What follows belongs to an exercise in optimizing a design on an open flow for a short achievable clock period and few clock cycles; a production flow would make more cautious choices. Only simulation tests tie the RTL to the original design; equivalence was not proved. Power is estimated from default activity; no workload was simulated.

===== flow/config.mk =====
export PLATFORM = sky130hd
export DESIGN_NAME = my_cpu
export DESIGN_NICKNAME = my_cpu
export VERILOG_FILES = /design/flow/design.v
export SDC_FILE = /design/flow/constraint.sdc
export NUM_CORES = 4
export LEC_CHECK = 0
export CAP_MARGIN = 20
export CORE_MARGIN = 2
export CORE_UTILIZATION = 40
export SETUP_SLACK_MARGIN = 3.0
export SLEW_MARGIN = 20
export SYNTH_HIERARCHICAL = 1

===== flow/design.v =====
module flopr # (parameter WIDTH = 8)
(input clk, reset,load,
input [WIDTH-1:0] d,
output [WIDTH-1:0] q);
reg [WIDTH-1:0] data;
assign q = data;
always @ (posedge clk)
begin
if(reset)
	data <= 0;
else if(load)
	data <= d;
end
endmodule 
module mux2 # (parameter WIDTH = 8)
(input [WIDTH-1:0] d0, d1, input s,
output [WIDTH-1:0] y);
assign y = s ? d1 : d0;
endmodule
module aomux #(parameter N = 2, parameter W = 8)
(input [N-1:0] sel,
input [N*W-1:0] v,
output reg [W-1:0] y);
integer k;
always @(*) begin
	y = {W{1'b0}};
	for (k = 0; k < N; k = k + 1)
		y = y | ({W{sel[k]}} & v[k*W +: W]);
end
endmodule
module acc_mux #(parameter N = 8)
(input [N-1:0]d0,d1,d2,d3,
input [1:0] sel,
output reg [N-1:0] out);
always@(*)
	begin 
		case(sel)
		2'b00: out <= d0;
		2'b01: out <= d1;
		2'b10: out <= d2;
		2'b11: out <= d3;
		default: out <= d0;
		endcase
	end
endmodule
module jump_mux #(parameter N = 6)
(input[N-1:0] d0,d1,d2,d3,
input [1:0] sel,
output reg [N-1:0] out);
always@(*)
 begin
	case(sel)
	2'b00: out <= d0;
	2'b01: out <= d1;
	2'b10: out <= d2;
	2'b11: out <= d3;
	default: out <= d1;
	endcase
 end
endmodule 
module pcplus(input[5:0] d,
output [5:0] q);
assign q = d + 6'd1; 
endmodule
module relplus(input[5:0] a,b,
output[5:0] OUT);
assign OUT =  a + {3'b000,b[2:0]};
endmodule 
module relminus(input[5:0]a,b,
output[5:0] OUT);
assign OUT =  a - {3'b000,b[2:0]};
endmodule 
module pg8(input [7:0] a, b, output [7:0] p, g);
assign p = a ^ b;
assign g = a & b;
endmodule
module cla8(input [7:0] p, g, input cin, output [8:1] c);
wire [7:0] g0 = {g[7:1], g[0] | (p[0] & cin)};
wire [7:0] G1, P1, G2, P2, G3;
assign G1[0] = g0[0];                 assign P1[0] = p[0];
assign G1[1] = g0[1] | p[1] & g0[0];  assign P1[1] = p[1] & p[0];
assign G1[2] = g0[2];                 assign P1[2] = p[2];
assign G1[3] = g0[3] | p[3] & g0[2];  assign P1[3] = p[3] & p[2];
assign G1[4] = g0[4];                 assign P1[4] = p[4];
assign G1[5] = g0[5] | p[5] & g0[4];  assign P1[5] = p[5] & p[4];
assign G1[6] = g0[6];                 assign P1[6] = p[6];
assign G1[7] = g0[7] | p[7] & g0[6];  assign P1[7] = p[7] & p[6];
assign G2[1:0] = G1[1:0];             assign P2[1:0] = P1[1:0];
assign G2[2] = G1[2] | P1[2] & G1[1]; assign P2[2] = P1[2] & P1[1];
assign G2[3] = G1[3] | P1[3] & G1[1]; assign P2[3] = P1[3] & P1[1];
assign G2[5:4] = G1[5:4];             assign P2[5:4] = P1[5:4];
assign G2[6] = G1[6] | P1[6] & G1[5]; assign P2[6] = P1[6] & P1[5];
assign G2[7] = G1[7] | P1[7] & G1[5]; assign P2[7] = P1[7] & P1[5];
assign G3[3:0] = G2[3:0];
assign G3[4] = G2[4] | P2[4] & G2[3];
assign G3[5] = G2[5] | P2[5] & G2[3];
assign G3[6] = G2[6] | P2[6] & G2[3];
assign G3[7] = G2[7] | P2[7] & G2[3];
assign c = G3;
endmodule
module xor8(input [7:0] a, b, output [7:0] y);
assign y = a ^ b;
endmodule
module add8(input [7:0] a, b, input cin, output [7:0] s);
wire [7:0] p, g;
wire [8:1] c;
pg8 upg (a, b, p, g);
cla8 ucl (p, g, cin, c);
xor8 usm (p, {c[7:1], cin}, s);
endmodule
module addz8(input [7:0] a, b, input cin, output z);
wire [7:0] p = a ^ b;
wire [7:0] k = a | b;
assign z = (p == {k[6:0], cin});
endmodule
module andpre6(input [5:0] x, output [5:1] c);
assign c[1] = x[0];
assign c[2] = x[0] & x[1];
assign c[3] = x[0] & x[1] & x[2];
assign c[4] = (x[0] & x[1]) & (x[2] & x[3]);
assign c[5] = (x[0] & x[1]) & (x[2] & x[3]) & x[4];
endmodule
module xor6(input [5:0] a, b, output [5:0] y);
assign y = a ^ b;
endmodule
module inc6(input [5:0] x, output [5:0] y);
wire [5:1] c;
andpre6 uc (x, c);
xor6 ux (x, {c, 1'b1}, y);
endmodule
module inc6b(input [5:0] x, output [5:0] y);
wire [5:0] h;
inc6 ui ({1'b0, x[5:1]}, h);
assign y = {h[4:0], x[0]};
endmodule
module cla8n(input [7:0] p, g, output [7:1] c);
wire [7:0] G1, P1, G2, P2;
assign G1[0] = g[0];                  assign P1[0] = p[0];
assign G1[1] = g[1] | p[1] & g[0];    assign P1[1] = p[1] & p[0];
assign G1[2] = g[2];                  assign P1[2] = p[2];
assign G1[3] = g[3] | p[3] & g[2];    assign P1[3] = p[3] & p[2];
assign G1[4] = g[4];                  assign P1[4] = p[4];
assign G1[5] = g[5] | p[5] & g[4];    assign P1[5] = p[5] & p[4];
assign G1[6] = g[6];                  assign P1[6] = p[6];
assign G2[1:0] = G1[1:0];
assign G2[2] = G1[2] | P1[2] & G1[1];
assign G2[3] = G1[3] | P1[3] & G1[1];
assign G2[5:4] = G1[5:4];
assign G2[6] = G1[6] | P1[6] & G1[5];
assign c[4:1] = G2[3:0];
assign c[5] = G2[4] | P1[4] & G2[3];
assign c[6] = G2[5] | (P1[5] & P1[4]) & G2[3];
assign c[7] = G2[6] | (P1[6] & P1[5]) & G2[3];
endmodule
module add8n(input [7:0] a, b, output [7:0] s);
wire [7:0] p, g;
wire [7:1] c;
pg8 upg (a, b, p, g);
cla8n ucl (p, g, c);
xor8 usm (p, {c, 1'b0}, s);
endmodule
module andpre8(input [7:0] x, output [7:1] c);
wire a01 = x[0] & x[1];
wire a23 = x[2] & x[3];
wire a45 = x[4] & x[5];
wire a03 = a01 & a23;
assign c[1] = x[0];
assign c[2] = a01;
assign c[3] = a01 & x[2];
assign c[4] = a03;
assign c[5] = a03 & x[4];
assign c[6] = a03 & a45;
assign c[7] = a03 & a45 & x[6];
endmodule
module inc8(input [7:0] x, output [7:0] y);
wire [7:1] c;
andpre8 uc (x, c);
xor8 ux (x, {c, 1'b1}, y);
endmodule
module amux_late(input [7:0] early, input [3:0] sel, input [7:0] v0, v1, v2, v3,
output [7:0] y);
assign y = early | ({8{sel[0]}} & v0) | ({8{sel[1]}} & v1) |
                   ({8{sel[2]}} & v2) | ({8{sel[3]}} & v3);
endmodule
module shifter(a,sel,out);
	input [7:0] a;
	input [1:0] sel;
	output reg [7:0] out;
	always@(*)
	begin
		case(sel)
		2'b00:out = a;
		2'b01:out = a << 1;
		2'b10:out = a >> 1;
		2'b11:out = {a[0],a[7:1]};
		default: out = a;
	endcase
	end
endmodule 
module regfile(input[7:0] D,input[2:0] address ,input we,clock,reset,
output [7:0] out);
reg [7:0] register [7:0];
integer i;
always@(posedge clock)
begin
	if(reset)
	begin
		for(i = 0; i < 8; i = i + 1)
			register[i] <= 8'd0;
	end
	else if(we)
	begin
		register[address] <= D; 
	end
end
assign out = register[address];
endmodule 
module datapath(input clk,reset,
				input [7:0] readdata,
				input IRload,
				input [1:0] Jmpmuxsel,
				input PCload,
				input MemInst,
				input MRload,
				input [1:0] Asel,
				input Aload,
				input RFwr,
				input [2:0] ALUsel,
				input [1:0] Shiftsel,
				input outen,
				input [7:0] IN,
				output [7:0] accout,
				output [7:0]OUT,
				output [7:0] INSTR,
				output [5:0] address 
				);				
wire [7:0] result,rfout;
wire [7:0] aluout;
wire [7:0] amux_out; 
wire [5:0] MAout;
wire [5:0] PCout,pos_sign,neg_sign,PCplusone;
wire [5:0] JMPmuxOut; 
flopr #(8) IR (clk,reset,IRload,readdata,INSTR);
flopr #(6) MA (clk,reset,MRload,readdata[5:0],MAout);
flopr #(6) PC(clk,reset,PCload,JMPmuxOut,PCout);
relplus pos(PCout,INSTR[5:0],pos_sign);
relminus min(PCout,INSTR[5:0],neg_sign);
pcplus pcplusone(PCout,PCplusone);
jump_mux #(6) JMPmux(PCplusone,readdata[5:0],neg_sign,pos_sign,Jmpmuxsel,JMPmuxOut);
mux2 #(6) MemMux(PCout,MAout,MemInst,address);
acc_mux #(8) accmux4(result,rfout,IN,readdata,Asel,amux_out);
flopr #(8) accumlator(clk,reset,Aload,amux_out,accout);
regfile RF(accout,INSTR[2:0],RFwr,clk,reset,rfout);
alu ALU(accout,rfout,ALUsel,aluout);
shifter shiftReg(aluout,Shiftsel,result);
flopr #(8) OUTREG(clk,reset,outen,accout,OUT);
endmodule
module controller(input clk,reset,
			     input [7:0] instr,
				  input [7:0] A,
				  output MemWr,
				  output [1:0] JMPmux,Shiftsel,Asel,
				  output IRload,MRload,PCload,MemInst,Aload,RFwr,OutEn,
				  output [2:0] ALUsel,
				  output halted
				  );
wire [5:0] present;
reg [5:0] next;
reg [5:0] next_c;
reg [16:0] bits;
localparam FETCH = 6'd0,
		   DECODE = 6'd1,
			NOP = 6'd2,
		   LDA = 6'd3,
		   STA = 6'd4,
		   LDM = 6'd5,
		   STM = 6'd6,
		   LDI = 6'd7,
		   AND = 6'd8,
		   OR = 6'd9,
		   ADD = 6'd10,
		   SUB = 6'd11,
		   NOT = 6'd12,
		   INC = 6'd13,
		   DEC = 6'd14,
		   SHFL = 6'd15,
		   SHFR = 6'd16,
		   ROTR = 6'd17,
		   IN = 6'd18,
		   OUT = 6'd19,
		   HALT = 6'd20,
		   JMP = 6'd21,
		   JMPR = 6'd22,
		   JZ = 6'd23,
		   JZR = 6'd24,
		   JNZ = 6'd25,
		   JNZR = 6'd26,
		   JP = 6'd27,
		   JPR = 6'd28,
		   LDMC2 = 6'd29,
		   STMC2 = 6'd30;
assign present = reset ? 6'd0 : next;
always@(posedge clk)
begin
	if(reset)
		next <= 6'd0;
	else
		next <= next_c;
end
always@(*)
begin
			bits = 17'd0;
			next_c = 6'd0;
			case(present)
				FETCH:
					begin					
						bits = 17'b10001000000000000;
						next_c = DECODE;
					end
				DECODE:
				begin
						bits = 17'd0;
					if(instr == 8'b0000_0000)
						next_c = NOP;
					else if(instr[7:4] == 4'b0001)
						next_c = LDA;
					else if(instr[7:4] == 4'b0010)
						next_c = STA;
					else if(instr[7:4] == 4'b0011)
						next_c = LDM;
					else if(instr[7:4] == 4'b0100)
						next_c = STM;
					else if(instr[7:4] == 4'b0101)
						next_c = LDI;
					else if(instr[7:4] == 4'b1010)
						next_c = AND;
					else if(instr[7:4] == 4'b1011)
						next_c = OR;
					else if(instr[7:4] == 4'b1100)
						next_c = ADD;
					else if(instr[7:4] == 4'b1101)
						next_c = SUB;
					else if(instr == 8'b1110_0000)
						next_c = NOT;
					else if(instr == 8'b1110_0001)
						next_c = INC;
					else if(instr == 8'b1110_0010)
						next_c = DEC;
					else if(instr == 8'b1110_0011)
						next_c = SHFL;
					else if(instr == 8'b1110_0100)
						next_c = SHFR;
					else if(instr == 8'b1110_0101)
						next_c = ROTR;
					else if(instr == 8'b1111_0000)
						next_c = IN;
					else if(instr == 8'b1111_0001)
						next_c = OUT;
					else if(instr == 8'b1111_0010)
						next_c = HALT;
					else if(instr[7:4] == 4'b0110)
					begin
						if(instr[3:0] == 4'd0)
							next_c = JMP;
						else
							next_c = JMPR;
					end
					else if(instr[7:4] == 4'b0111)
					begin
						if(instr[3:0] == 4'd0)
							next_c = JZ;
						else
							next_c = JZR;
					end
					else if(instr[7:4] == 4'b1000)
					begin
						if(instr[3:0] == 4'd0)
							next_c = JNZ;
						else 
							next_c = JNZR;
					end					
					else if(instr[7:4] == 4'b1001)
					begin
						if(instr[3:0]== 4'd0)	
							next_c = JP;
						else	
							next_c = JPR;
					end
					else 
						next_c = FETCH;
				end
				NOP:
					begin
						bits = 17'b00000000000000000;
						next_c = FETCH;
					end
				LDA:
					begin
						bits = 17'b00000000110000000;
						next_c = FETCH;
					end
				STA:
					begin
						bits = 17'b00000000001000000;
						next_c = FETCH;
					end
				LDM:
					begin
						bits = 17'b01001000000000000;
						next_c = LDMC2;
					end
				STM:
					begin 
						bits = 17'b01001000000000000;
						next_c = STMC2;
					end
				LDI:
					begin
						bits = 17'b00001001110000000;
						next_c = FETCH;
					end
				AND:
					begin
						bits = 17'b00000000010001000;
						next_c = FETCH;
					end
				OR:
					begin
						bits = 17'b00000000010010000;
						next_c = FETCH;
					end
				ADD:
					begin
						bits = 17'b00000000010100000;
						next_c = FETCH;
					end
				SUB:
					begin
						bits = 17'b00000000010101000;
						next_c = FETCH;
					end
				NOT:
					begin
						bits = 17'b00000000010011000;
						next_c = FETCH;
					end
				INC:
					begin
						bits = 17'b00000000010110000;
						next_c = FETCH;
					end
				DEC:
					begin
						bits = 17'b00000000010111000;
						next_c = FETCH;
					end
				SHFL:
					begin
						bits = 17'b00000000010000010;
						next_c = FETCH;
					end
				SHFR:
					begin
						bits = 17'b00000000010000100;
						next_c = FETCH;
					end
				ROTR:
					begin
						bits = 17'b00000000010000110;
						next_c = FETCH;
					end
				IN:
					begin
						bits = 17'b00000001010000000;
						next_c = FETCH;
					end
				OUT:
					begin
						bits = 17'b00000000000000001;
						next_c = FETCH;
					end
				HALT:
					begin
						bits = 17'd0;
						next_c = HALT;
					end
				LDMC2:
					begin
						bits = 17'b00000101110000000;
						next_c = FETCH;
					end
				STMC2:
					begin
						bits = 17'b00000110000000000;
						next_c = FETCH;
					end
				JMP:
					begin
						bits = 17'b00011000000000000;
						next_c = FETCH;
					end
				JMPR:
					begin
						if(instr[3:0] == 4'd0)
							bits = 17'd0;
						else
						begin
							if(instr[3] == 1'd0) 
								bits = 17'b00111000000000000;
							else 
								bits = 17'b00101000000000000;
						end
					next_c = FETCH;
					end
				JZ:
					begin
						if(A == 8'b0)
							bits = 17'b00011000000000000;
						else  
							bits = 17'b00001000000000000;
						next_c = FETCH;
					end
				JZR:
					begin
						if(A == 8'b0 && instr[3:0]!= 4'd0)
							begin
								if(instr[3] == 1'd0) 
									bits = 17'b00111000000000000;
								else 
									bits = 17'b00101000000000000;
							end
						else 
							bits =17'd0;
						next_c = FETCH;
					end
				JNZ:
					begin
						if(A != 8'b0)
							bits = 17'b00011000000000000;
						else
							bits = 17'b00001000000000000;
						next_c = FETCH;
					end
				JNZR:
					begin
						if(A!=8'b0 && instr[3:0] != 4'd0)
							begin
								if(instr[3] == 1'd0) 
									bits = 17'b00111000000000000;
								else 
									bits = 17'b00101000000000000;
							end
						else  
							bits = 17'd0;
						next_c = FETCH;
					end
				JP:
					begin
						if(A[7] == 1'd0 && A !=8'd0 ) 
							bits = 17'b00011000000000000;
						else  
							bits = 17'b00001000000000000;
						next_c = FETCH;
					end
				JPR:
					begin
						if(A[7] == 1'd0 && instr[3:0] != 4'd0)
							begin
								if(instr[3] == 1'd0) 
									bits = 17'b00111000000000000;
								else 
									bits = 17'b00101000000000000;
							end
						else  
							bits = 17'd0;
					next_c = FETCH;
					end
			default:
				begin
					bits = 17'd0;
					next_c = FETCH;
				end
			endcase
end
assign IRload = bits[16];
assign MRload = bits[15];
assign JMPmux = bits[14:13];
assign PCload = bits[12];
assign MemInst = bits[11];
assign MemWr = bits[10];
assign Asel = bits[9:8];
assign Aload = bits [7];
assign RFwr = bits [6];
assign ALUsel = bits [5:3];
assign Shiftsel = bits [2:1];
assign OutEn = bits[0];
assign halted = (present == HALT);	
endmodule 
module my_cpu(input clk,reset,
output[5:0] address,
output memWr,
output[7:0] writedata,
input [7:0] readdata,IN,
output [7:0] OUT,
output halted
);
localparam NE = 4;       
integer i;
genvar gi;
reg mf;              
reg m_o;             
reg m_d;             
reg ld_d;            
reg wr, hlt;
reg [5:0] addr;      
reg [7:0] A, WD, OUTr;
reg zf, nf;          
reg [7:0] R [0:7];
reg xv;              
reg x_b, x_and, x_or, x_add, x_sub, x_not, x_inc, x_dec, x_shl, x_shr, x_rot, x_in, x_opnd;
reg x_awe, x_out, x_sta;
reg [2:0] mq;        
reg rfill;           
reg [2:0] x_r;
reg [7:0] B, opnd;
reg k_ldi, k_ldm, k_stm, k_abs;    
reg [4:0] bc;        
reg brel;            
reg [5:0] alt;       
reg [5:0] ret;       
reg [5:0] ipc;       
reg [5:0] rf_tag, rf_tgt;
reg [4:0] rf_bc;
reg          e_v [0:NE-1];
reg [5:0]    e_tag [0:NE-1];
reg [5:0]    e_qa [0:NE-1];
reg [4:0]    e_kind [0:NE-1];    
reg [4:0]    e_bc [0:NE-1];
reg [7:0]    e_tgt [0:NE-1];
reg [1:0]    e_ptr;              
assign address = addr;
assign memWr = wr;
assign writedata = WD;
assign OUT = OUTr;
assign halted = hlt;
wire [7:0] d = readdata;
wire [3:0] hi = d[7:4];
wire [3:0] lo = d[3:0];
wire [15:0] hiv, lov;
generate for (gi = 0; gi < 16; gi = gi + 1) begin : nib
	assign hiv[gi] = hi == gi;
	assign lov[gi] = lo == gi;
end endgenerate
function cond_of(input [4:0] c, input zf, input nf);
	cond_of = c[0] | (c[1] & zf) | (c[2] & !zf) | (c[3] & !nf & !zf) | (c[4] & !nf);
endfunction
function [2:0] cond3(input [4:0] c);
	cond3 = {cond_of(c, 1'b0, 1'b1), cond_of(c, 1'b0, 1'b0), cond_of(c, 1'b1, 1'b0)};
endfunction
wire z = zf;
wire n = nf;
wire misp = z ? mq[0] : n ? mq[2] : mq[1];
wire bcond = cond_of(bc, z, n);
wire fv = mf && !misp;       
wire ok = xv & !hlt & !reset;
wire ldv = ld_d & !hlt & !reset;
wire a_we = (x_awe & ok) | ldv;
wire hold = !a_we & !reset;
wire [7:0] r_add, r_subn, r_inc, r_decn;
add8n uadd (A, B, r_add);
add8n usub (~A, B, r_subn);
inc8 uinc (A, r_inc);
inc8 udec (~A, r_decn);
wire [3:0] l_sel4 = {x_dec & ok, x_inc & ok, x_sub & ok, x_add & ok};
wire [10:0] a_sel = {hold, ldv,
                     x_opnd & ok, x_in & ok, x_rot & ok, x_shr & ok, x_shl & ok,
                     x_not & ok, x_or & ok, x_and & ok, x_b & ok};
wire [11*8-1:0] a_val = {A, d,
                         opnd, IN, {A[0], A[7:1]}, {1'b0, A[7:1]}, {A[6:0], 1'b0},
                         ~A, A | B, A & B, B};
wire [7:0] a_early, w_early, a_next, wd_next;
aomux #(11, 8) amx (a_sel, a_val, a_early);
aomux #(11, 8) wmx (a_sel, a_val, w_early);
amux_late aml (a_early, l_sel4, r_add, ~r_subn, r_inc, ~r_decn, a_next);
amux_late wml (w_early, l_sel4, r_add, ~r_subn, r_inc, ~r_decn, wd_next);
wire [10:0] n7_val;
generate for (gi = 0; gi < 11; gi = gi + 1) begin : nv
	assign n7_val[gi] = a_val[gi*8 + 7];
end endgenerate
wire n_early, nf_next;
aomux #(11, 1) nmx7 (a_sel, n7_val, n_early);
aomux #(5, 1) nml ({l_sel4, 1'b1}, {~r_decn[7], r_inc[7], ~r_subn[7], r_add[7], n_early}, nf_next);
wire z_add;
addz8 uzadd (A, B, 1'b0, z_add);
wire [15:0] z_val = {1'b1, zf, d == 8'd0,
                     opnd == 8'd0, IN == 8'd0, zf, A[7:1] == 7'd0, A[6:0] == 7'd0,
                     A == 8'hff, (A | B) == 8'd0, (A & B) == 8'd0, B == 8'd0,
                     A == 8'd1, A == 8'hff, A == B, z_add};
wire [15:0] z_sel = {reset, a_sel, x_dec & ok, x_inc & ok, x_sub & ok, x_add & ok};
wire zf_next;
aomux #(16, 1) zmx (z_sel, z_val, zf_next);
wire st_we = x_sta & ok;
wire op_lda = hiv[1];
wire op_sta = hiv[2];
wire op_ldm = hiv[3];
wire op_stm = hiv[4];
wire op_ldi = hiv[5];
wire op_and = hiv[10];
wire op_or  = hiv[11];
wire op_add = hiv[12];
wire op_sub = hiv[13];
wire op_not = hiv[14] & lov[0];
wire op_inc = hiv[14] & lov[1];
wire op_dec = hiv[14] & lov[2];
wire op_shl = hiv[14] & lov[3];
wire op_shr = hiv[14] & lov[4];
wire op_rot = hiv[14] & lov[5];
wire op_in  = hiv[15] & lov[0];
wire op_out = hiv[15] & lov[1];
wire op_hlt = hiv[15] & lov[2];
wire op_br  = |hiv[9:6];
wire lo0 = lov[0];
wire op_abs = op_br & lo0;
wire op_rel = op_br & !lo0;
wire op_two = op_ldi | op_ldm | op_stm | op_abs;
wire [4:0] f_bc = {hiv[9] & !lo0, hiv[9] & lo0, hiv[8], hiv[7], hiv[6]};
wire [5:0] a_p1, a_p2;
inc6 uap1 (addr, a_p1);
inc6b uap2 (addr, a_p2);
wire stable = !x_awe;        
wire [NE-1:0] hv, e_takek, e_ldik, e_memk, e_ldmk, e_stmk;
wire [NE*3-1:0] e_mqk;
wire [NE*6-1:0] e_nxk, e_altk;
wire [NE*8-1:0] e_tgtk;
generate for (gi = 0; gi < NE; gi = gi + 1) begin : look
	wire br = e_kind[gi][3] | e_kind[gi][4];
	wire known = stable | e_bc[gi][0];
	wire pred = e_kind[gi][3] | !e_bc[gi][1];      
	wire take = known ? cond_of(e_bc[gi], z, n) : pred;
	wire [5:0] fall = e_kind[gi][4] ? a_p1 : a_p2;
	assign hv[gi] = e_v[gi] && e_tag[gi] == addr;
	assign e_mqk[gi*3 +: 3] = {3{br & !known}} & (cond3(e_bc[gi]) ^ {3{pred}});
	assign e_takek[gi] = take;
	assign e_ldik[gi] = e_kind[gi][0];
	assign e_ldmk[gi] = e_kind[gi][1];
	assign e_stmk[gi] = e_kind[gi][2];
	assign e_memk[gi] = e_kind[gi][1] | e_kind[gi][2];
	assign e_nxk[gi*6 +: 6] = (e_kind[gi][0] | (br & !take)) ? fall : e_tgt[gi][5:0];
	assign e_altk[gi*6 +: 6] = take ? fall : e_tgt[gi][5:0];
	assign e_tgtk[gi*8 +: 8] = e_tgt[gi];
end endgenerate
wire hit = |hv;
wire h_ldi = |(hv & e_ldik);
wire h_ldm = |(hv & e_ldmk);
wire h_stm = |(hv & e_stmk);
wire h_mem = |(hv & e_memk);
wire [7:0] ht;
aomux #(NE, 8) htm (hv, e_tgtk, ht);
wire [2:0] h_mq;
aomux #(NE, 3) hmq (hv, e_mqk, h_mq);
wire [15*6-1:0] a_rel;
generate for (gi = 1; gi < 16; gi = gi + 1) begin : rel
	wire [7:0] sum;
	if (gi < 8)
		add8 ur ({2'b00, addr}, 8'd1 + gi, 1'b0, sum);
	else
		add8 ur ({2'b00, addr}, 8'd1 - (gi - 8), 1'b0, sum);
	assign a_rel[(gi-1)*6 +: 6] = sum[5:0];
end endgenerate
wire [5:0] rtgt;
aomux #(15, 6) rmx (lov[15:1], a_rel, rtgt);
wire o_ret = k_ldi | (k_abs & !bcond);
wire [NE+4-1:0] n_sel = {m_o & o_ret, m_o & !o_ret, m_d, mf & !hit, {NE{mf}} & hv};
wire [(NE+4)*6-1:0] n_val = {ret, d[5:0], ret, a_p1, e_nxk};
wire [5:0] addr_pre;
aomux #(NE+4, 6) nmx (n_sel, n_val, addr_pre);
wire [5:0] addr_next = misp ? alt : addr_pre;
wire [NE:0] l_sel = {!hit, hv};
wire [(NE+1)*6-1:0] l_val = {rtgt, e_altk};
wire [5:0] alt_next;
aomux #(NE+1, 6) lmx (l_sel, l_val, alt_next);
wire match = st_we && x_r == lo[2:0];
wire [9*8-1:0] b_val = {WD, R[7], R[6], R[5], R[4], R[3], R[2], R[1], R[0]};
wire [7:0] b_next;
aomux #(9, 8) bmx ({match, ~{8{match}} & (lov[15:8] | lov[7:0])}, b_val, b_next);
wire fill = m_o | rfill;
wire [5:0] f_tag = m_o ? ipc : rf_tag;
wire [5:0] f_qa;
inc6 uqa (f_tag, f_qa);
wire [4:0] f_kind = m_o ? {1'b0, k_abs, k_stm, k_ldm, k_ldi} : 5'b10000;
wire [4:0] f_bcv = m_o ? bc : rf_bc;
wire [7:0] f_tgt = m_o ? d : {2'b00, rf_tgt};
always @(posedge clk) begin
	if (reset) begin
		mf <= 1'b1; m_o <= 1'b0; m_d <= 1'b0; ld_d <= 1'b0;
		wr <= 1'b0; hlt <= 1'b0;
		addr <= 6'd0;
		OUTr <= 8'd0;
		for (i = 0; i < 8; i = i + 1) R[i] <= 8'd0;
		xv <= 1'b0;
		x_b <= 1'b0; x_and <= 1'b0; x_or <= 1'b0; x_add <= 1'b0; x_sub <= 1'b0;
		x_not <= 1'b0; x_inc <= 1'b0; x_dec <= 1'b0; x_shl <= 1'b0; x_shr <= 1'b0;
		x_rot <= 1'b0; x_in <= 1'b0; x_opnd <= 1'b0; x_awe <= 1'b0; x_out <= 1'b0;
		x_sta <= 1'b0; mq <= 3'd0; rfill <= 1'b0;
		e_ptr <= 2'd0;
		for (i = 0; i < NE; i = i + 1) e_v[i] <= 1'b0;
	end else begin
		if (st_we) R[x_r] <= WD;
		if (x_out && ok) OUTr <= WD;
		addr <= addr_next;
		if (fv && op_hlt) hlt <= 1'b1;
		xv <= !misp;
		x_b   <= mf & op_lda; x_and <= mf & op_and; x_or  <= mf & op_or;
		x_add <= mf & op_add; x_sub <= mf & op_sub; x_not <= mf & op_not;
		x_inc <= mf & op_inc; x_dec <= mf & op_dec; x_shl <= mf & op_shl;
		x_shr <= mf & op_shr; x_rot <= mf & op_rot; x_in  <= mf & op_in;
		x_out <= mf & op_out; x_sta <= mf & op_sta;
		x_opnd <= mf & h_ldi;
		x_awe <= mf & (op_lda | op_and | op_or | op_add | op_sub | op_not | op_inc |
		         op_dec | op_shl | op_shr | op_rot | op_in | h_ldi);
		mf <= !((fv & ((op_two & !hit) | h_mem)) | (m_o & (k_ldm | k_stm)));
		m_o <= fv & op_two & !hit;
		m_d <= (fv & h_mem) | (m_o & (k_ldm | k_stm));
		ld_d <= (fv & ((op_ldi & !hit) | h_ldm)) | (m_o & k_ldm);
		wr <= ((fv & h_stm) | (m_o & k_stm)) & !hlt;
		mq <= {3{fv}} & (hit ? h_mq : {3{op_rel}} & cond3(f_bc));
		rfill <= misp & brel;
		if (fill) begin
			e_v[e_ptr] <= 1'b1;
			e_ptr <= e_ptr + 2'd1;
		end
		if (m_d && wr) begin
			for (i = 0; i < NE; i = i + 1)
				if (e_tag[i] == addr || e_qa[i] == addr) e_v[i] <= 1'b0;
		end
	end
end
always @(posedge clk) begin
	A <= a_next;
	WD <= wd_next;
	zf <= zf_next;
	nf <= nf_next;
	x_r <= d[2:0];
	B <= b_next;
	opnd <= ht;
	alt <= alt_next;
	brel <= !hit;
	rf_tag <= ipc;
	rf_tgt <= alt;
	rf_bc <= bc;
	if (fill) begin
		e_tag[e_ptr] <= f_tag;
		e_qa[e_ptr] <= f_qa;
		e_kind[e_ptr] <= f_kind;
		e_bc[e_ptr] <= f_bcv;
		e_tgt[e_ptr] <= f_tgt;
	end
	if (mf) begin
		k_ldi <= op_ldi; k_ldm <= op_ldm; k_stm <= op_stm; k_abs <= op_abs;
		bc <= f_bc;
		ret <= a_p2;
		ipc <= addr;
	end
end
endmodule

===== flow/constraint.sdc =====
create_clock -name core_clock -period 5.0 [get_ports {clk}]
set_input_delay 1.0000 -clock core_clock [delete_from_list [all_inputs] [get_ports {clk}]]
set_output_delay 1.0000 -clock core_clock [all_outputs]
set_load 0.01 [all_outputs]

===== flow/run.sh =====
#!/bin/bash
# synth_recipe.tcl (not shown) runs the flow's synth.tcl, then flattens the netlist and writes it again
# the make line also repeats each setting of config.mk as NAME=value (left out here)
make -C /OpenROAD-flow-scripts/flow DESIGN_CONFIG=/design/flow/config.mk WORK_HOME=/design/flow/orfs CLKGATE_MAP_FILE= SYNTH_SCRIPT=/design/flow/synth_recipe.tcl finish

==> impl_metrics.prom, run 1 <==
# TYPE chip_impl_metric gauge
chip_impl_metric{name="leakagePower",unit="nW"} 11.6
chip_impl_metric{name="syn-mean-instance-area",unit="um2"} 10.9
chip_impl_metric{name="maxCapViolations",unit=""} 0
chip_impl_metric{name="post_synth_inst_count",unit=""} 1855
chip_impl_metric{name="gp_routability_congestion",unit=""} 0.943
chip_impl_metric{name="dr_total_vias",unit=""} 17100
chip_impl_metric{name="max_slew_violation_count",unit=""} 0
chip_impl_info{name="cts_tree",value="built"} 1
chip_impl_info{name="cp_slowest_cell",value="sky130_fd_sc_hd__dfxtp_4"} 1
chip_impl_metric{name="rows",unit=""} 82
chip_impl_info{name="worst_path_dominant_cell_family",value="simple AND/OR/NAND/NOR gates"} 1
chip_impl_metric{name="finish.utilization",unit=""} 0.542
chip_impl_metric{name="clk_path_buf_depth",unit=""} 3
chip_impl_info{name="cells_along_the_critical_path",value="buf_8, buf_12, inv_8, a221o_1, nor4_4, buf_12, nor4_4, and2_4, a22oi_2, nand4_1, mux2i_1, nor2_1"} 1
chip_impl_metric{name="top_achievable_clock_speed",unit="MHz"} 379
chip_impl_metric{name="combined_global_route_utilization_of_all_metal_layers",unit=""} 0.265
chip_impl_metric{name="setup-tns-final",unit="ps"} 0
chip_impl_metric{name="peakVddDrop",unit="uV"} 299
chip_impl_metric{name="report.final.setup_viol",unit=""} 0
chip_impl_metric{name="fin_nets",unit=""} 2394
chip_impl_metric{name="slowest_delay",unit="ps"} 430
chip_impl_metric{name="numCtsBuffers",unit=""} 34
chip_impl_metric{name="dp_hpwl",unit="um"} 43900
chip_impl_metric{name="largest_net_degree_at_the_start_of_global_routing",unit=""} 40
chip_impl_metric{name="hold_ws",unit="ps"} 356
chip_impl_info{name="crit-reg2reg-launch",value="addr[0]"} 1
chip_impl_metric{name="drt-wirelength-per-cell",unit="um"} 24.2
chip_impl_metric{name="timing.final.crit_share",unit=""} 0.528
chip_impl_metric{name="seqPwrFrac",unit=""} 0.387
chip_impl_metric{name="final_cell_area",unit="um2"} 27100
chip_impl_info{name="setup.worst_path.class",value="register to register"} 1
chip_impl_info{name="worstSetupEndpoint",value="addr[1]"} 1
chip_impl_metric{name="top_level_ports",unit=""} 42
chip_impl_metric{name="first_iter_violations",unit=""} 1772
chip_impl_metric{name="synth.cell_area",unit="um2"} 20200
chip_impl_metric{name="finalWorstPathRequiredPeriod",unit="ps"} 2640
chip_impl_metric{name="crit_required",unit="ps"} 5390
chip_impl_metric{name="crit_arrival",unit="ps"} 3030
chip_impl_metric{name="port_buffer_cells",unit=""} 41
chip_impl_metric{name="cellInternalPower",unit="mW"} 5.47
chip_impl_metric{name="core-area",unit="um2"} 50000
chip_impl_metric{name="tritoncts_num_sinks",unit=""} 313
chip_impl_info{name="clk_root_buffer_cell",value="sky130_fd_sc_hd__clkbuf_16"} 1
chip_impl_metric{name="htree_num_levels",unit=""} 2
chip_impl_metric{name="routed_via_density",unit=""} 5.82
chip_impl_metric{name="hold_buffers",unit=""} 0
chip_impl_metric{name="cp_num_buf_inv",unit=""} 4
chip_impl_metric{name="placement.cell_area",unit="um2"} 22000
chip_impl_metric{name="layout-drive-gt1-share",unit=""} 0.355
chip_impl_metric{name="drt-total-wl",unit="um"} 71100
chip_impl_metric{name="slew_headroom",unit=""} 0.463
chip_impl_info{name="hold_path.class",value="register to register"} 1
chip_impl_metric{name="reg2reg_slack",unit="ps"} 2360
chip_impl_metric{name="globalRouteOverflowTotal",unit=""} 0
chip_impl_metric{name="p_clk_frac",unit=""} 0.322
chip_impl_metric{name="clk-insertion-delay-late",unit="ps"} 530
chip_impl_info{name="timing.critical_path.from_type",value="register"} 1
chip_impl_metric{name="clock-skew-final",unit="ps"} 15.1
chip_impl_metric{name="vias_in_the_first_global_route",unit=""} 17200
chip_impl_metric{name="antenna-diode-count",unit=""} 0
chip_impl_metric{name="p_comb_frac",unit=""} 0.291
chip_impl_metric{name="p_total",unit="mW"} 7.92
chip_impl_info{name="worstSetupStartpoint",value="addr[0]"} 1
chip_impl_metric{name="net_switching_power_figure",unit="mW"} 2.46
chip_impl_metric{name="drc",unit=""} 0
chip_impl_metric{name="sw_frac_of_total",unit=""} 0.310
chip_impl_metric{name="areaGrowthSynthToFinish",unit="%"} 34.5
chip_impl_info{name="endpoint_kind",value="register"} 1
chip_impl_metric{name="die_outline_height",unit="um"} 228
chip_impl_info{name="status",value="finished clean"} 1
chip_impl_metric{name="clk_pin_slew_worst_paths",unit="ps"} 70
chip_impl_info{name="r2r-end",value="addr[1]"} 1
chip_impl_metric{name="crit_cells",unit=""} 12
chip_impl_metric{name="power.density",unit="nW/um2"} 292
chip_impl_metric{name="reg2reg_depth",unit=""} 12
chip_impl_info{name="worst_hold_startpoint",value="alt[3]"} 1
chip_impl_metric{name="nFillCells",unit=""} 4294
chip_impl_metric{name="yosys_warnings",unit=""} 17
chip_impl_metric{name="report.final.hold_viol_count",unit=""} 0
chip_impl_metric{name="antenna_violating_nets_post_route",unit=""} 0
chip_impl_metric{name="start_util",unit=""} 0.403
chip_impl_metric{name="antenna_found_initial",unit=""} 1
chip_impl_metric{name="first_pass_iters",unit=""} 7
chip_impl_metric{name="die-width",unit="um"} 228
chip_impl_info{name="grt_setup_unrepaired",value="true"} 1
chip_impl_metric{name="critPathMaxFanout",unit=""} 6
chip_impl_metric{name="worst_slew_pin_slew",unit="ps"} 806
chip_impl_metric{name="grt_pass1_wl",unit="um"} 106000
chip_impl_metric{name="fp.dieArea",unit="um2"} 52200
[routing by layer]
layer  vias to the layer above  share of wire  track usage  wire (um)
met3                       203          0.073       0.0380       5160
li1                       7722              -            -          -
met4                         2          0.047        0.121       3310
met1                      8391           0.40        0.339      28500
met2                       795           0.48        0.444      34100
met5                         -        0.00018            0         13
[worst reg2reg max path: stages, from the launching register on]
cell and delay (ps):
sky130_fd_sc_hd__dfxtp_4 430, sky130_fd_sc_hd__buf_8 140, sky130_fd_sc_hd__buf_12 120, sky130_fd_sc_hd__inv_8 40, sky130_fd_sc_hd__a221o_1 410, sky130_fd_sc_hd__nor4_4 390, sky130_fd_sc_hd__buf_12 160, sky130_fd_sc_hd__nor4_4 50
sky130_fd_sc_hd__and2_4 200, sky130_fd_sc_hd__a22oi_2 160, sky130_fd_sc_hd__nand4_1 110, sky130_fd_sc_hd__mux2i_1 210, sky130_fd_sc_hd__nor2_1 90
[how the worst min path moves through the flow]
stage	endpoint	slack (ps)	cells after the start
after floorplan	rf_tgt[0]	330	0
after global placement	rf_tag[1]	350	0
after global routing	rf_tgt[2]	370	0
final	rf_tgt[3]	360	0
after detailed placement	rf_tgt[3]	350	0
after CTS	rf_tgt[3]	360	0
[flip-flops by register name (all words and copies together) (netlist names), 8 cells and up]
register / cells
e_bc: 20
e_qa: 24
opnd: 8
B: 8
A: 8
WD: 8
e_kind: 20
OUTr: 8
R: 64
e_tgt: 32
e_tag: 24
[layout make-up]
type / instances / area [um2] / share of cell area
clock buffers: 45 / 943 / 0.0348
repair buffers: 293 / 3130 / 0.115
multi-input cells: 1524 / 13300 / 0.490
well taps: 672 / 841 / 0.0310
inverters: 77 / 329 / 0.0121
flip-flops and latches: 313 / 8440 / 0.311
clock inverters: 15 / 156 / 0.00577
[cells in the final DEF (no fill, tap or decap), types with 45 or more instances in the layout]
cell,instances
sky130_fd_sc_hd__edfxtp_1,205
sky130_fd_sc_hd__xor2_1,157
sky130_fd_sc_hd__buf_4,152
sky130_fd_sc_hd__conb_1,150
sky130_fd_sc_hd__ha_1,108
sky130_fd_sc_hd__mux2_2,90
sky130_fd_sc_hd__and2_1,79
sky130_fd_sc_hd__buf_6,77
sky130_fd_sc_hd__nand2_1,74
sky130_fd_sc_hd__a22oi_1,70
sky130_fd_sc_hd__nor2_1,69
sky130_fd_sc_hd__inv_1,68
sky130_fd_sc_hd__dfxtp_1,67
sky130_fd_sc_hd__a21o_1,55
sky130_fd_sc_hd__a222oi_1,54
sky130_fd_sc_hd__a221oi_2,45
[repair_timing]
| item | 4_1_cts | 5_1_grt |
|---|---|---|
| resized for setup | 484 | 77 |
| endpoints found under the setup margin | 352 | 242 |
| cloned | 14 | 3 |
| setup buffers | 184 | 38 |
| pin swaps | 147 | 102 |
[power by group through the flow]
stage	clock network, mW	logic (mW)	registers, mW
final	2.55	2.31	3.06
after global routing	2.67	2.48	3.07
after CTS	2.56	2.18	3.06
after detailed placement	0	1.55	3.22
after global placement	0	1.52	3.22
after floorplan	0	1.20	3.10
[per-stage QoR]
stage	worst slack (ps)	cells
final	2360	2939
after CTS	2380	2898
after floorplan	2300	1996
after global placement	1180	2639
after detailed placement	1050	2640
after global routing	2220	2939
Testbench counts, summed over its fixed seeds: cycles 52,069.
==> run 2, diff against run 1 <==
--- a/flow/design.v
+++ b/flow/design.v
@@ -614,4 +614,5 @@
 reg wr, hlt;
 reg [5:0] addr;      
+reg [5:0] addr_o;    
 reg [7:0] A, WD, OUTr;
 reg zf, nf;          
@@ -619,8 +620,8 @@
 reg xv;              
 reg x_b, x_and, x_or, x_add, x_sub, x_not, x_inc, x_dec, x_shl, x_shr, x_rot, x_in, x_opnd;
-reg x_awe, x_out, x_sta;
+reg x_awe, x_out;
+reg [7:0] x_stv;     
 reg [2:0] mq;        
 reg rfill;           
-reg [2:0] x_r;
 reg [7:0] B, opnd;
 reg k_ldi, k_ldm, k_stm, k_abs;    
@@ -630,5 +631,9 @@
 reg [5:0] ret;       
 reg [5:0] ipc;       
-reg [5:0] rf_tag, rf_tgt;
+reg [5:0] rf_tag, rf_tgt, rf_tm1, rf_tm2, rf_qa;
+reg [5:0] ipcm1, ipcm2;    
+reg [5:0] ipc1;      
+reg [15*6-1:0] rtc;  
+reg [15:1] x_lov;    
 reg [4:0] rf_bc;
 reg          e_v [0:NE-1];
@@ -637,7 +642,11 @@
 reg [4:0]    e_kind [0:NE-1];    
 reg [4:0]    e_bc [0:NE-1];
+reg [NE-1:0] hv;                 
 reg [7:0]    e_tgt [0:NE-1];
-reg [1:0]    e_ptr;              
-assign address = addr;
+reg [5:0]    e_tm1 [0:NE-1];     
+reg [5:0]    e_tm2 [0:NE-1];     
+reg [2:0]    e_c3 [0:NE-1];      
+reg [NE-1:0] e_ptr;              
+assign address = addr_o;
 assign memWr = wr;
 assign writedata = WD;
@@ -700,5 +709,4 @@
 wire zf_next;
 aomux #(16, 1) zmx (z_sel, z_val, zf_next);
-wire st_we = x_sta & ok;
 wire op_lda = hiv[1];
 wire op_sta = hiv[2];
@@ -729,5 +737,5 @@
 inc6b uap2 (addr, a_p2);
 wire stable = !x_awe;        
-wire [NE-1:0] hv, e_takek, e_ldik, e_memk, e_ldmk, e_stmk;
+wire [NE-1:0] e_usef, e_relk, e_takek, e_ldik, e_memk, e_ldmk, e_stmk;
 wire [NE*3-1:0] e_mqk;
 wire [NE*6-1:0] e_nxk, e_altk;
@@ -737,8 +745,10 @@
 	wire known = stable | e_bc[gi][0];
 	wire pred = e_kind[gi][3] | !e_bc[gi][1];      
-	wire take = known ? cond_of(e_bc[gi], z, n) : pred;
+	wire csel = z ? e_c3[gi][0] : n ? e_c3[gi][2] : e_c3[gi][1];
+	wire take = known ? csel : pred;
 	wire [5:0] fall = e_kind[gi][4] ? a_p1 : a_p2;
-	assign hv[gi] = e_v[gi] && e_tag[gi] == addr;
-	assign e_mqk[gi*3 +: 3] = {3{br & !known}} & (cond3(e_bc[gi]) ^ {3{pred}});
+	assign e_usef[gi] = e_kind[gi][0] | (br & !take);
+	assign e_relk[gi] = e_kind[gi][4];
+	assign e_mqk[gi*3 +: 3] = {3{br & !known}} & (e_c3[gi] ^ {3{pred}});
 	assign e_takek[gi] = take;
 	assign e_ldik[gi] = e_kind[gi][0];
@@ -759,4 +769,9 @@
 wire [2:0] h_mq;
 aomux #(NE, 3) hmq (hv, e_mqk, h_mq);
+wire o_ret = k_ldi | (k_abs & !bcond);
+wire [NE+4-1:0] n_sel = {m_o & o_ret, m_o & !o_ret, m_d, mf & !hit, {NE{mf}} & hv};
+wire [(NE+4)*6-1:0] n_val = {ret, d[5:0], ret, a_p1, e_nxk};
+wire [5:0] addr_pre;
+aomux #(NE+4, 6) nmx (n_sel, n_val, addr_pre);
 wire [15*6-1:0] a_rel;
 generate for (gi = 1; gi < 16; gi = gi + 1) begin : rel
@@ -768,27 +783,41 @@
 	assign a_rel[(gi-1)*6 +: 6] = sum[5:0];
 end endgenerate
-wire [5:0] rtgt;
-aomux #(15, 6) rmx (lov[15:1], a_rel, rtgt);
-wire o_ret = k_ldi | (k_abs & !bcond);
-wire [NE+4-1:0] n_sel = {m_o & o_ret, m_o & !o_ret, m_d, mf & !hit, {NE{mf}} & hv};
-wire [(NE+4)*6-1:0] n_val = {ret, d[5:0], ret, a_p1, e_nxk};
-wire [5:0] addr_pre;
-aomux #(NE+4, 6) nmx (n_sel, n_val, addr_pre);
-wire [5:0] addr_next = misp ? alt : addr_pre;
-wire [NE:0] l_sel = {!hit, hv};
-wire [(NE+1)*6-1:0] l_val = {rtgt, e_altk};
+wire [5:0] rt_sel;
+aomux #(15, 6) rmx (x_lov, rtc, rt_sel);
+wire [5:0] redir = brel ? rt_sel : alt;
+wire [5:0] addr_next = misp ? redir : addr_pre;
+wire [5:0] addr_pre_o;
+aomux #(NE+4, 6) nmxo (n_sel, n_val, addr_pre_o);
+wire [5:0] addr_o_next = misp ? redir : addr_pre_o;
+wire [NE-1:0] l_sel = hv;
 wire [5:0] alt_next;
-aomux #(NE+1, 6) lmx (l_sel, l_val, alt_next);
-wire match = st_we && x_r == lo[2:0];
-wire [9*8-1:0] b_val = {WD, R[7], R[6], R[5], R[4], R[3], R[2], R[1], R[0]};
+aomux #(NE, 6) lmx (l_sel, e_altk, alt_next);
+wire [8*8-1:0] b_val;
+generate for (gi = 0; gi < 8; gi = gi + 1) begin : bv
+	assign b_val[gi*8 +: 8] = (x_stv[gi] & ok) ? WD : R[gi];
+end endgenerate
 wire [7:0] b_next;
-aomux #(9, 8) bmx ({match, ~{8{match}} & (lov[15:8] | lov[7:0])}, b_val, b_next);
+aomux #(8, 8) bmx (lov[15:8] | lov[7:0], b_val, b_next);
 wire fill = m_o | rfill;
 wire [5:0] f_tag = m_o ? ipc : rf_tag;
-wire [5:0] f_qa;
-inc6 uqa (f_tag, f_qa);
+wire [5:0] f_qa = m_o ? ipc1 : rf_qa;
+wire [5:0] f_tm1 = m_o ? ipcm1 : rf_tm1;
+wire [5:0] f_tm2 = m_o ? ipcm2 : rf_tm2;
 wire [4:0] f_kind = m_o ? {1'b0, k_abs, k_stm, k_ldm, k_ldi} : 5'b10000;
 wire [4:0] f_bcv = m_o ? bc : rf_bc;
 wire [7:0] f_tgt = m_o ? d : {2'b00, rf_tgt};
+wire [NE-1:0] hv_next;
+generate for (gi = 0; gi < NE; gi = gi + 1) begin : hvn
+	wire fs = rfill & e_ptr[gi];
+	wire eq_p1 = addr == e_tm1[gi];
+	wire eq_p2 = addr == e_tm2[gi];
+	wire [NE-1:0] eq_nx;
+	genvar gk;
+	for (gk = 0; gk < NE; gk = gk + 1) begin : nx
+		wire eq_t = e_tgt[gk][5:0] == e_tag[gi];
+		assign eq_nx[gk] = e_usef[gk] ? (e_relk[gk] ? eq_p1 : eq_p2) : eq_t;
+	end
+	assign hv_next[gi] = e_v[gi] & !fs & mf & !misp & ((!hit & eq_p1) | |(hv & eq_nx));
+end endgenerate
 always @(posedge clk) begin
 	if (reset) begin
@@ -796,4 +825,5 @@
 		wr <= 1'b0; hlt <= 1'b0;
 		addr <= 6'd0;
+		addr_o <= 6'd0;
 		OUTr <= 8'd0;
 		for (i = 0; i < 8; i = i + 1) R[i] <= 8'd0;
@@ -802,11 +832,13 @@
 		x_not <= 1'b0; x_inc <= 1'b0; x_dec <= 1'b0; x_shl <= 1'b0; x_shr <= 1'b0;
 		x_rot <= 1'b0; x_in <= 1'b0; x_opnd <= 1'b0; x_awe <= 1'b0; x_out <= 1'b0;
-		x_sta <= 1'b0; mq <= 3'd0; rfill <= 1'b0;
-		e_ptr <= 2'd0;
+		x_stv <= 8'd0; mq <= 3'd0; rfill <= 1'b0; hv <= {NE{1'b0}};
+		e_ptr <= {{NE-1{1'b0}}, 1'b1};
 		for (i = 0; i < NE; i = i + 1) e_v[i] <= 1'b0;
 	end else begin
-		if (st_we) R[x_r] <= WD;
+		for (i = 0; i < 8; i = i + 1)
+			if (x_stv[i] & ok) R[i] <= WD;
 		if (x_out && ok) OUTr <= WD;
 		addr <= addr_next;
+		addr_o <= addr_o_next;
 		if (fv && op_hlt) hlt <= 1'b1;
 		xv <= !misp;
@@ -815,5 +847,7 @@
 		x_inc <= mf & op_inc; x_dec <= mf & op_dec; x_shl <= mf & op_shl;
 		x_shr <= mf & op_shr; x_rot <= mf & op_rot; x_in  <= mf & op_in;
-		x_out <= mf & op_out; x_sta <= mf & op_sta;
+		x_out <= mf & op_out;
+		for (i = 0; i < 8; i = i + 1) x_stv[i] <= mf & op_sta & (d[2:0] == i);
+		hv <= hv_next;
 		x_opnd <= mf & h_ldi;
 		x_awe <= mf & (op_lda | op_and | op_or | op_add | op_sub | op_not | op_inc |
@@ -827,6 +861,7 @@
 		rfill <= misp & brel;
 		if (fill) begin
-			e_v[e_ptr] <= 1'b1;
-			e_ptr <= e_ptr + 2'd1;
+			for (i = 0; i < NE; i = i + 1)
+				if (e_ptr[i]) e_v[i] <= 1'b1;
+			e_ptr <= {e_ptr[NE-2:0], e_ptr[NE-1]};
 		end
 		if (m_d && wr) begin
@@ -841,5 +876,4 @@
 	zf <= zf_next;
 	nf <= nf_next;
-	x_r <= d[2:0];
 	B <= b_next;
 	opnd <= ht;
@@ -847,13 +881,22 @@
 	brel <= !hit;
 	rf_tag <= ipc;
-	rf_tgt <= alt;
+	rf_tgt <= redir;
+	rtc <= a_rel;
+	x_lov <= lov[15:1];
+	rf_tm1 <= ipcm1;
+	rf_qa <= ipc1;
+	rf_tm2 <= ipcm2;
 	rf_bc <= bc;
-	if (fill) begin
-		e_tag[e_ptr] <= f_tag;
-		e_qa[e_ptr] <= f_qa;
-		e_kind[e_ptr] <= f_kind;
-		e_bc[e_ptr] <= f_bcv;
-		e_tgt[e_ptr] <= f_tgt;
-	end
+	for (i = 0; i < NE; i = i + 1)
+		if (fill && e_ptr[i]) begin
+			e_tag[i] <= f_tag;
+			e_qa[i] <= f_qa;
+			e_tm1[i] <= f_tm1;
+			e_tm2[i] <= f_tm2;
+			e_kind[i] <= f_kind;
+			e_bc[i] <= f_bcv;
+			e_c3[i] <= cond3(f_bcv);
+			e_tgt[i] <= f_tgt;
+		end
 	if (mf) begin
 		k_ldi <= op_ldi; k_ldm <= op_ldm; k_stm <= op_stm; k_abs <= op_abs;
@@ -861,4 +904,7 @@
 		ret <= a_p2;
 		ipc <= addr;
+		ipc1 <= a_p1;
+		ipcm1 <= addr - 6'd1;
+		ipcm2 <= addr - 6'd2;
 	end
 end
==> run 2 against run 1 <==
Net effect:
- sequential share of layout area rose by 6.8 points
- maximum frequency rose by 9.2%
- global-route usage fell by 2.3 points
- via count rose by 23%
- core utilization fell by 5.5 points
- die area rose by 34%
- synthesized cell count rose by 35%
- flip-flop and latch count rose by 199
- highest routed layer unchanged
==> impl_metrics.prom, run 2 <==
# TYPE chip_impl_metric gauge
chip_impl_info{name="status",value="finished clean"} 1
chip_impl_metric{name="leakagePower",unit="nW"} 13.5
chip_impl_info{name="largest_registers",value="rtc: 90 flops, R: 64 flops, e_tgt: 32 flops"} 1
chip_impl_info{name="cts_tree",value="built"} 1
chip_impl_metric{name="htree_num_levels",unit=""} 2
chip_impl_metric{name="antenna_found_initial",unit=""} 3
chip_impl_metric{name="peakVddDrop",unit="uV"} 262
chip_impl_metric{name="maxCapViolations",unit=""} 0
chip_impl_metric{name="largest_register_ffs",unit=""} 90
chip_impl_metric{name="reg2reg_slack",unit="ps"} 2580
chip_impl_metric{name="hold_buffers",unit=""} 0
chip_impl_metric{name="areaGrowthSynthToFinish",unit="%"} 20.5
chip_impl_info{name="cells_along_the_critical_path",value="buf_4, mux2_4, o211ai_1, a31o_4, buf_12, a21oi_2, a22oi_1, nand4_1, o21a_1"} 1
chip_impl_info{name="max_flop_register",value="rtc"} 1
chip_impl_metric{name="p_total",unit="mW"} 11.6
chip_impl_metric{name="largest_net_degree_at_the_start_of_global_routing",unit=""} 68
chip_impl_metric{name="final_cell_area",unit="um2"} 32700
chip_impl_info{name="layout_commonest_cell",value="sky130_fd_sc_hd__dfxtp_1"} 1
chip_impl_metric{name="yosys_warnings",unit=""} 27
chip_impl_metric{name="port_buffer_cells",unit=""} 41
chip_impl_metric{name="report.final.hold_viol_count",unit=""} 0
chip_impl_metric{name="dp_hpwl",unit="um"} 55200
chip_impl_metric{name="min_path_cells",unit=""} 0
chip_impl_metric{name="max_slew_violation_count",unit=""} 0
chip_impl_metric{name="first_pass_iters",unit=""} 7
chip_impl_metric{name="clk-insertion-delay-late",unit="ps"} 630
chip_impl_info{name="timing.critical_path.from_type",value="register"} 1
chip_impl_metric{name="critPathMaxFanout",unit=""} 7
chip_impl_metric{name="rows",unit=""} 95
chip_impl_info{name="worst_path_dominant_cell_family",value="compound AO/OA/AOI/OAI gates"} 1
chip_impl_metric{name="setup-tns-final",unit="ps"} 0
chip_impl_metric{name="fin_nets",unit=""} 2870
chip_impl_info{name="clk_root_buffer_cell",value="sky130_fd_sc_hd__clkbuf_16"} 1
chip_impl_metric{name="vias_in_the_first_global_route",unit=""} 21200
chip_impl_metric{name="power.density",unit="nW/um2"} 355
chip_impl_metric{name="die-width",unit="um"} 264
chip_impl_metric{name="slew_headroom",unit=""} 0.450
chip_impl_metric{name="slowest_delay",unit="ps"} 410
chip_impl_metric{name="top_achievable_clock_speed",unit="MHz"} 413
chip_impl_metric{name="report.final.setup_viol",unit=""} 0
chip_impl_metric{name="synth.cell_area",unit="um2"} 27100
chip_impl_metric{name="syn-mean-instance-area",unit="um2"} 10.8
chip_impl_metric{name="top_level_ports",unit=""} 42
chip_impl_metric{name="crit_arrival",unit="ps"} 2900
chip_impl_info{name="hold_path.class",value="register to register"} 1
chip_impl_metric{name="gp_routability_congestion",unit=""} 0.963
chip_impl_metric{name="core-area",unit="um2"} 67200
chip_impl_info{name="worst_hold_startpoint",value="ipcm2[2]"} 1
chip_impl_info{name="endpoint_kind",value="register"} 1
chip_impl_info{name="setup.worst_path.class",value="register to register"} 1
chip_impl_metric{name="dr_total_vias",unit=""} 21100
chip_impl_metric{name="combined_global_route_utilization_of_all_metal_layers",unit=""} 0.242
chip_impl_metric{name="drt-total-wl",unit="um"} 86700
chip_impl_metric{name="finalWorstPathRequiredPeriod",unit="ps"} 2420
chip_impl_info{name="cp_slowest_cell",value="sky130_fd_sc_hd__dfxtp_4"} 1
chip_impl_metric{name="placement.cell_area",unit="um2"} 28600
chip_impl_info{name="holdPathEnd",value="rf_tm2[2]"} 1
chip_impl_metric{name="clock-skew-final",unit="ps"} 37.0
chip_impl_metric{name="clk_pin_slew_worst_paths",unit="ps"} 60
chip_impl_metric{name="tritoncts_num_sinks",unit=""} 512
chip_impl_metric{name="die_outline_height",unit="um"} 264
chip_impl_metric{name="globalRouteOverflowTotal",unit=""} 0
chip_impl_metric{name="crit_required",unit="ps"} 5480
chip_impl_metric{name="cp_num_buf_inv",unit=""} 2
chip_impl_metric{name="worst_slew_pin_slew",unit="ps"} 824
chip_impl_metric{name="layout-drive-gt1-share",unit=""} 0.235
chip_impl_metric{name="reg2reg_depth",unit=""} 9
chip_impl_info{name="r2r-end",value="addr_o[2]"} 1
chip_impl_info{name="grt_setup_unrepaired",value="true"} 1
chip_impl_metric{name="drc",unit=""} 0
chip_impl_metric{name="numCtsBuffers",unit=""} 55
chip_impl_metric{name="drt-wirelength-per-cell",unit="um"} 23.8
chip_impl_metric{name="clk_path_buf_depth",unit=""} 3
chip_impl_info{name="crit-reg2reg-launch",value="nf"} 1
chip_impl_metric{name="routed_via_density",unit=""} 5.81
chip_impl_metric{name="grt_pass1_wl",unit="um"} 129000
chip_impl_metric{name="start_util",unit=""} 0.404
chip_impl_metric{name="timing.final.crit_share",unit=""} 0.484
chip_impl_metric{name="first_iter_violations",unit=""} 2098
chip_impl_metric{name="post_synth_inst_count",unit=""} 2509
chip_impl_metric{name="fp.dieArea",unit="um2"} 69900
chip_impl_metric{name="antenna_violating_nets_post_route",unit=""} 0
chip_impl_info{name="most-common-layout-cells",value="sky130_fd_sc_hd__dfxtp_1, sky130_fd_sc_hd__xor2_1, sky130_fd_sc_hd__edfxtp_1"} 1
==> run 2: changes by cell type in the layout (fill, tap and decap cells not counted), sizes merged, moves of 26 or more <==
cell	before	now
a22oi	96	152
nor2	83	110
nor2b	10	76
mux2	96	122
and2	85	22
xor2	159	216
buf	277	158
dfxtp	108	310
clkbuf	49	85
xnor2	33	121
nand4	32	62
==> run 2: worst register-to-register path: cells and delay by family, from the launching register on <==
family	cells	cell delay (ps)
AND/OR/NAND/NOR	1	150
multiplexers	1	280
AO/OA/AOI/OAI	5	1160
flip-flops	1	410
buffers and inverters	2	280
==> run 2: final cells by class <==
cell class / instances / area (um2)
tap: 873 / 1090
multi-input combinational: 1895 / 15100
antenna: 1 / 2.50
clock buffer: 82 / 1690
timing repair buffer: 175 / 1840
sequential: 512 / 12400
fill: 5922 / 34500
clock inverter: 18 / 224
inverter: 81 / 344
==> run 2: metal layers <==
metal,track usage,routed length [um],vias to the layer above
met1,0.315,36400,10500
met3,0.0410,6130,219
met2,0.407,41400,911
met4,0.0823,2840,4
li1,-,-,9533
met5,0,22,-
==> run 2: worst max path at each step <==
stage / slack [ps] / to / depth (start not counted) / start
after floorplan: 2510 / A[6] / 11 / reset
after global placement: 1570 / nf / 9 / reset
after detailed placement: 1620 / nf / 9 / reset
after CTS: 2690 / addr_o[3] / 8 / nf
after global routing: 2590 / addr_o[3] / 9 / nf
final: 2580 / addr_o[2] / 9 / nf
==> run 2: timing repair <==
action,CTS,global route
setup endpoints to repair,300,125
pin swaps,46,35
gates cloned,8,2
resized for setup,320,80
setup buffers,95,14
hold endpoints to repair,0,0
==> run 2: metrics by stage <==
stage          std cells   util  hold WS, ps  setup slack (ps)
2_1_floorplan       2650      -          342              2510
6_report            3637  0.487          365              2580
3_5_place_dp        3417  0.426          351              1620
3_3_place_gp        3417  0.426          349              1570
4_1_cts             3620  0.479          368              2690
5_1_grt             3636  0.487          378              2590
==> run 2: where the power goes <==
part / total [mW] / leakage, nW / internal [mW] / switching (mW)
registers: 5.21 / 4.48 / 4.95 / 0.269
clock network: 4.26 / 0.937 / 2.54 / 1.72
logic: 2.13 / 8.05 / 0.931 / 1.20
total: 11.6 / 13.5 / 8.42 / 3.19
Testbench counts of run 2, summed over its fixed seeds: cycles 52,180.

-- separate check: timing with driven ports --
The flow's constraints put no driver on any port. The routed layouts listed below were extracted and timed again, unchanged, in two steps. Step 1, drivers: a clkbuf_16 drives clk and a buf_2 each remaining input, both assumed. Step 2 adds t to the input delays and takes it off the output delays; t is the mean of the earliest and latest rising clock arrival at the registers after step 1. Input paths then give back, and output paths get back, about the clock's delay inside the block. Three values: ideal ports, drivers, drivers and shift; two values: the first two.
run	t, ns	setup slack, ns	worst slew at a driven data input, ns
run 1	0.583	2.359 / 2.359 / 2.028	0.12
run 2	0.683	2.581 / 2.581 / 2.290	0.11
After both steps every run listed still meets setup and hold. For run 1, which loses most, drivers alone change the setup slack by 0.000 ns; drivers and shift together by -0.331 ns.
